Context: an optimization exercise on an open-source flow, tuned for small area. The choices shown serve that exercise and are no tape-out recipe. The RTL was checked by simulation tests, not by an equivalence proof against the original design. The clock port is modelled as an ideal driver, which makes a skipped or thinned clock tree look cheaper than it is; a real chip needs a root buffer or a tree. Power figures rest on the tool's default switching activity, not on a simulated workload.

==> module counter_sat, before the edit <==
module counter_sat(clk, rclear, clear, ready, q);
   parameter WIDTH = 12;
   parameter [WIDTH-1:0] START = 0;
   parameter [WIDTH-1:0] RSTART = 0;
   parameter [WIDTH-1:0] TAPS = 0;
   input              clk;
   input              rclear;
   input              clear;
   output             ready;
   output [WIDTH-1:0] q;
   reg [WIDTH-1:0] s;
   wire low_zero = ~|s[WIDTH-2:0];
   wire fb = (^(s & TAPS)) & ~low_zero;
   always @(posedge clk)
     if (rclear)
       s <= RSTART;
     else if (clear)
       s <= START;
     else
       s <= {s[WIDTH-2:0], fb};
   assign ready = low_zero & ~s[WIDTH-1];
   assign q = s;
endmodule
==> module gray_counter, before the edit <==
module gray_counter(clk, load, d, q);
   input            clk;
   input            load;
   input      [7:0] d;
   output reg [7:0] q;
   always @(posedge clk)
     if (load)
       q <= d;
endmodule
==> module life_1d, before the edit <==
module life_1d(clk, rs, event0, event1, d, q);
   parameter RULE150 = 0;
   input            clk;
   input            rs;         
   input            event0;
   input            event1;
   input      [7:0] d;          
   output reg [7:0] q;
   reg        run;
   reg [11:0] timer;
   wire low_zero = ~|timer[10:0];
   wire fb = timer[11] ^ timer[7] ^ timer[1] ^ timer[0] ^ low_zero;
   wire gen = run & low_zero & timer[11];
   always @(posedge clk)
     timer <= {timer[10:0], run & fb};
   always @(posedge clk)
     if (rs)
       run <= 1'b0;
     else if (event1)
       run <= ~run;
   wire [7:0] nxt;
   genvar i;
   generate
      for (i = 0; i < 8; i = i + 1) begin : g
         wire l = q[(i + 1) % 8];
         wire c = q[i];
         wire r = q[(i + 7) % 8];
         if (RULE150)
           assign nxt[i] = l ^ c ^ r;
         else
           assign nxt[i] = l ^ (c | r);
      end
   endgenerate
   always @(posedge clk)
     if (rs | (~run & event0))
       q <= d;
     else if (gen)
       q <= nxt;
endmodule
clock: 5.0 ns
lec_check: 0
cap_margin: 20
core_margin: 2
core_utilization: 70
gpl_timing_driven: 0
slew_margin: 20
standard.sh (not shown) runs the stock make flow with config.mk's settings and CLKGATE_MAP_FILE= SYNTH_SCRIPT=/design/flow/synth_recipe.tcl, a recipe that flattens the netlist after the stock synthesis.
==> flow/flow/run.sh <==
#!/bin/bash
# Layout flow: the standard ORFS flow (standard.sh), with these changes:
#  - synthesis maps the logic with several area-oriented ABC scripts
#    (flow/abc/*.script) and keeps the smallest result (flow/synth_abc.tcl);
#    ORFS's separate half/full-adder mapping step is left out (ABC maps that
#    logic too); the rest of the synthesis, flip-flop mapping, flattening
#    and renaming are the standard flow's own (synth_recipe.tcl);
#  - the port buffers are sky130_fd_sc_hd__buf_1 cells;
set -euo pipefail
W=$PWD
export FLOW_ABC_DIR=$W/flow/abc
export FLOW_SYNTH_TCL=$W/synth_recipe.tcl
sed "s#SYNTH_SCRIPT=[^ ]*#SYNTH_SCRIPT=$W/flow/synth_abc.tcl ADDER_MAP_FILE=#" standard.sh > flow_make.sh
grep -q "SYNTH_SCRIPT=$W/flow/synth_abc.tcl ADDER_MAP_FILE=" flow_make.sh
export BUFFER_PORTS_ARGS="-buffer_cell sky130_fd_sc_hd__buf_1"
export CTS_ARGS="-sink_clustering_enable -repair_clock_nets -dont_use_dummy_load"
bash flow_make.sh cts > flow_to_cts.log 2>&1
RES=$W/orfs/results/$FLOW_PLATFORM/bemicro_top/base
PLATFORM_DIR=$FLOW_HOME/platforms/$FLOW_PLATFORM \
CK_MAX_SLEW=${CK_MAX_SLEW:-0.110} \
IN_DB=$RES/4_cts.odb IN_SDC=$RES/4_cts.sdc OUT_DB=$RES/4_cts.odb \
  openroad -no_init -exit flow/clock_tree.tcl > clock_tree.log 2>&1
bash flow_make.sh > flow_finish.log 2>&1
Other scripts of this flow, unchanged in this note and not shown: flow/flow/abc/s10.script, flow/flow/abc/s11.script, flow/flow/abc/s12.script, flow/flow/abc/s13.script, flow/flow/abc/s14.script, flow/flow/abc/s2.script, flow/flow/abc/s5.script, flow/flow/abc/s6.script, flow/flow/abc/s8.script, flow/flow/abc/s9.script, flow/flow/clock_tree.tcl, flow/flow/synth_abc.tcl
The starting point finished clean.
==> next run, changes <==
--- a/flow/design.v
+++ b/flow/design.v
@@ -4,4 +4,5 @@
    parameter [WIDTH-1:0] RSTART = 0;
    parameter [WIDTH-1:0] TAPS = 0;
+   localparam [WIDTH-1:0] INV = {(WIDTH+1)/2{2'b01}};
    input              clk;
    input              rclear;
@@ -9,14 +10,15 @@
    output             ready;
    output [WIDTH-1:0] q;
-   reg [WIDTH-1:0] s;
+   reg  [WIDTH-1:0] r;
+   wire [WIDTH-1:0] s = r ^ INV;
    wire low_zero = ~|s[WIDTH-2:0];
    wire fb = (^(s & TAPS)) & ~low_zero;
    always @(posedge clk)
      if (rclear)
-       s <= RSTART;
+       r <= RSTART ^ INV;
      else if (clear)
-       s <= START;
+       r <= START ^ INV;
      else
-       s <= {s[WIDTH-2:0], fb};
+       r <= {s[WIDTH-2:0], fb} ^ INV;
    assign ready = low_zero & ~s[WIDTH-1];
    assign q = s;
@@ -42,8 +44,10 @@
    input            load;
    input      [7:0] d;
-   output reg [7:0] q;
+   output     [7:0] q;
+   reg [7:0] qn;     
    always @(posedge clk)
      if (load)
-       q <= d;
+       qn <= ~d;
+   assign q = ~qn;
 endmodule
 module life_1d(clk, rs, event0, event1, d, q);
@@ -54,5 +58,5 @@
    input            event1;
    input      [7:0] d;          
-   output reg [7:0] q;
+   output     [7:0] q;
    reg        run;
    reg [11:0] timer;
@@ -80,9 +84,11 @@
       end
    endgenerate
+   reg [7:0] qn;     
    always @(posedge clk)
      if (rs | (~run & event0))
-       q <= d;
+       qn <= ~d;
      else if (gen)
-       q <= nxt;
+       qn <= ~nxt;
+   assign q = ~qn;
 endmodule
 module bemicro_top(
Effect:
- The new run ran to the end with no violations
- wire length is higher by 3.8%
- final area went down by 1.2%
- sequential power goes down by 2.9%
- power fell by 3.2%
- critical path depth increases by 9
- via count increases by 2.6%
- die area fell by 1.5%
- sequential share of layout area increases by 0.72 points
- clock skew went up by 0.012 ns
- clock power barely changes
- combinational power falls by about 10%
- core utilization is lower by 0.42 points
- area after synthesis went down by 1.6%
- hold slack barely changes
No run of this note takes its clock network from TritonCTS; it comes from the design's own scripts or RTL.

## re-timing with driven ports
The flow's constraints put no driver on any port. The routed layouts listed below were extracted and timed again, unchanged, in two steps. Step 1 assumes that a clkbuf_16 drives the clock port and a buf_2 every other input. Step 2 also shifts input and output timing later by t, the mid clock arrival at the registers, as if the neighbouring blocks saw the same clock. a / b / c = ideal / step 1 / step 2; a / b = the first two.
| run | shift t [ns] | setup WS [ns] | clock arrival spread, ns | worst data-port slew with drivers (ns) | cell pins on the clock port's net |
|---|---|---|---|---|---|
| the first run | 0.216 | 1.526 / 1.458 / 1.548 | 0.010 / 0.010 | 0.03 | 4 |
| the second run | 0.222 | 1.632 / 1.632 / 1.632 | 0.021 / 0.021 | 0.03 | 4 |
After both steps every run listed still meets setup and hold.
